This design comes from an exercise in tuning for small area and a short achievable clock period on the open sky130 flow, not from production work.

==> delta: inputs <==
Design fir, start of the top module:
module fir (
input [15:0] signal,
input clk,
output [15:0] out,
output [15:0] f1,
output [31:0] f2,f3,f4,
output [15:0] fo1
);
export LEC_CHECK = 0
export ABC_AREA = 1
export CAP_MARGIN = 20
export CORE_MARGIN = 2
export CORE_UTILIZATION = 40
export CTS_CLUSTER_DIAMETER = 60
export CTS_CLUSTER_SIZE = 40
export SLEW_MARGIN = 20
export SYNTH_HIERARCHICAL = 1
create_clock -name core_clock -period 30.0 [get_ports {clk}]
standard.sh (not shown) runs the stock make flow with config.mk's settings and CLKGATE_MAP_FILE= SYNTH_SCRIPT=/design/flow/synth_recipe.tcl, a recipe that flattens the netlist after the stock synthesis.
==> flow/flow/run.sh <==
#!/bin/bash
# The standard layout (the standard.sh), with the ports buffered by buf_1 cells.
bash standard.sh BUFFER_PORTS_ARGS="-buffer_cell sky130_fd_sc_hd__buf_1" finish > standard.log 2>&1
==> maple (differences from delta) <==
--- a/flow/design.v
+++ b/flow/design.v
@@ -734,22 +734,19 @@
   v5 <= v5_n;
   v4 <= v4_n;
   v3 <= v3_n;
   u <= u_n;
   s1 <= s1_n;
 end
 wire signed [8:0] t0 = n[19:11];
-wire signed [15:0] out_n_a = s1;
-wire signed [15:0] out_n_b = t0;
-wire signed [15:0] out_n;
-add_sk_16 i_out_n (.a(out_n_a), .b(out_n_b), .ci(1'b0), .s(out_n));
-wire signed [15:0] fo1_n_a = u;
-wire signed [15:0] fo1_n_b = t0;
-wire signed [15:0] fo1_n;
-add_sk_16 i_fo1_n (.a(fo1_n_a), .b(fo1_n_b), .ci(1'b0), .s(fo1_n));
+wire [15:0] out_n;
+add_o16 i_out (.a(s1), .bn(t0), .ci(1'b0), .s(out_n));
+wire [10:0] fo1_s;
+add_f11 i_fo1 (.a({u[9], u}), .bn(t0), .ci(1'b0), .s(fo1_s));
+wire [15:0] fo1_n = {{5{fo1_s[10]}}, fo1_s};
 assign out = out_n;
 assign fo1 = fo1_n;
 assign f1 = x;
 assign f2 = {{12{n[19]}}, n};
 assign f3 = {{12{m11d[19]}}, m11d};
 assign f4 = {{12{r4[19]}}, r4};
 endmodule
@@ -854,15 +851,16 @@
 assign c[0] = ci;
 genvar i;
 generate for (i = 0; i < 14; i = i + 1) begin : r
   assign s[i] = a[i] ^ b[i] ^ c[i];
   assign c[i+1] = (a[i] & b[i]) | (a[i] & c[i]) | (b[i] & c[i]);
 end endgenerate
 endmodule
-module add_sk_16(input [15:0] a, input [15:0] b, input ci, output [15:0] s);
+module add_o16(input [15:0] a, input [8:0] bn, input ci, output [15:0] s);
+wire [15:0] b = {{7{bn[8]}}, bn};
 wire [15:0] p = a ^ b;
 wire [15:0] g0 = a & b;
 wire [15:0] g = {g0[15:1], g0[0] | (p[0] & ci)};
 wire G1 = g[1] | (p[1] & g[0]);
 wire P1 = p[1] & p[0];
 wire G2 = g[3] | (p[3] & g[2]);
 wire P2 = p[3] & p[2];
@@ -925,7 +923,49 @@
 wire G31 = G23 | (P23 & G20);
 wire P31 = P23 & P20;
 wire G32 = G24 | (P24 & G20);
 wire P32 = P24 & P20;
 wire [16:0] c = {G32, G31, G30, G29, G28, G27, G26, G25, G20, G19, G18, G17, G10, G9, G1, g[0], ci};
 assign s = p ^ c[15:0];
 endmodule
+module add_f11(input [10:0] a, input [8:0] bn, input ci, output [10:0] s);
+wire [10:0] b = {{2{bn[8]}}, bn};
+wire [10:0] p = a ^ b;
+wire [10:0] g0 = a & b;
+wire [10:0] g = {g0[10:1], g0[0] | (p[0] & ci)};
+wire G1 = g[1] | (p[1] & g[0]);
+wire P1 = p[1] & p[0];
+wire G2 = g[3] | (p[3] & g[2]);
+wire P2 = p[3] & p[2];
+wire G3 = g[5] | (p[5] & g[4]);
+wire P3 = p[5] & p[4];
+wire G4 = g[7] | (p[7] & g[6]);
+wire P4 = p[7] & p[6];
+wire G5 = g[9] | (p[9] & g[8]);
+wire P5 = p[9] & p[8];
+wire G6 = g[2] | (p[2] & G1);
+wire P6 = p[2] & P1;
+wire G7 = G2 | (P2 & G1);
+wire P7 = P2 & P1;
+wire G8 = g[6] | (p[6] & G3);
+wire P8 = p[6] & P3;
+wire G9 = G4 | (P4 & G3);
+wire P9 = P4 & P3;
+wire G10 = g[10] | (p[10] & G5);
+wire P10 = p[10] & P5;
+wire G11 = g[4] | (p[4] & G7);
+wire P11 = p[4] & P7;
+wire G12 = G3 | (P3 & G7);
+wire P12 = P3 & P7;
+wire G13 = G8 | (P8 & G7);
+wire P13 = P8 & P7;
+wire G14 = G9 | (P9 & G7);
+wire P14 = P9 & P7;
+wire G15 = g[8] | (p[8] & G14);
+wire P15 = p[8] & P14;
+wire G16 = G5 | (P5 & G14);
+wire P16 = P5 & P14;
+wire G17 = G10 | (P10 & G14);
+wire P17 = P10 & P14;
+wire [11:0] c = {G17, G16, G15, G14, G13, G12, G11, G7, G6, G1, g[0], ci};
+assign s = p ^ c[10:0];
+endmodule
==> flow/flow/run.sh (replaced) <==
#!/bin/bash
# The standard layout (the standard.sh); the ports are buffered by flow/ports.tcl
# instead of by ORFS's own buffer_ports call.
bash standard.sh DONT_BUFFER_PORTS=1 POST_GLOBAL_PLACE_TCL="$PWD/flow/ports.tcl" finish > standard.log 2>&1
==> flow/flow/ports.tcl (new file) <==
# Port buffering, run right after global placement in place of ORFS's own
# buffer_ports: every input but the clock gets a buf_4, every output a buf_1.
buffer_ports -inputs -buffer_cell sky130_fd_sc_hd__buf_4
buffer_ports -outputs -buffer_cell sky130_fd_sc_hd__buf_1
- SYNTH_HIERARCHICAL: 1 -> default
==> flow_summary.ini <==
[sta]
period_minus_slack_ps = 9580

[floorplanning]
core_um2 = 55000
die_w_um = 239

[run_status]
status = complete, no violations

[placement]
placedCellCount = 3213

[setup_path]
reg2reg_depth = 30
(the above is from delta)
==> flow_summary.ini <==
[setup_path]
reg2reg_depth = 35

[floorplanning]
die_w_um = 233
core_um2 = 52200

[cts]
cts.sinks = 328

[run_status]
status = complete, no violations

[placement]
placedCellCount = 3013

[synth]
(the above is from maple)
No functional check of the RTL was part of any run of this note.

-- afterwards: timing with drivers on the ports --
How much do the figures lean on ideal ports? The routed layouts below were timed once more, with nothing changed but the port constraints.
Step 1 sets driving cells, clkbuf_16 on the clock port and buf_2 on the other inputs (assumed; they add their load-dependent delay and slew).
Step 2, shift: input delay + t, output delay - t, t = (earliest + latest rising clock arrival at the registers) / 2. This alone moves slack from input paths to output paths.
Slacks: ideal / step 1 / step 2; pairs: ideal / step 1.
run | shift t [ns] | setup slack, ns | worst register clock-pin slew, ns | worst data-port slew with drivers (ns)
delta | 0.637 | 20.421 / 20.449 / 19.813 | 0.09 / 0.09 | 0.03
maple | 0.663 | 19.822 / 19.763 / 19.270 | 0.09 / 0.09 | 0.04
After both steps every run listed still meets setup and hold. For delta, which loses most, drivers alone change the setup slack by +0.028 ns; drivers and shift together by -0.608 ns.
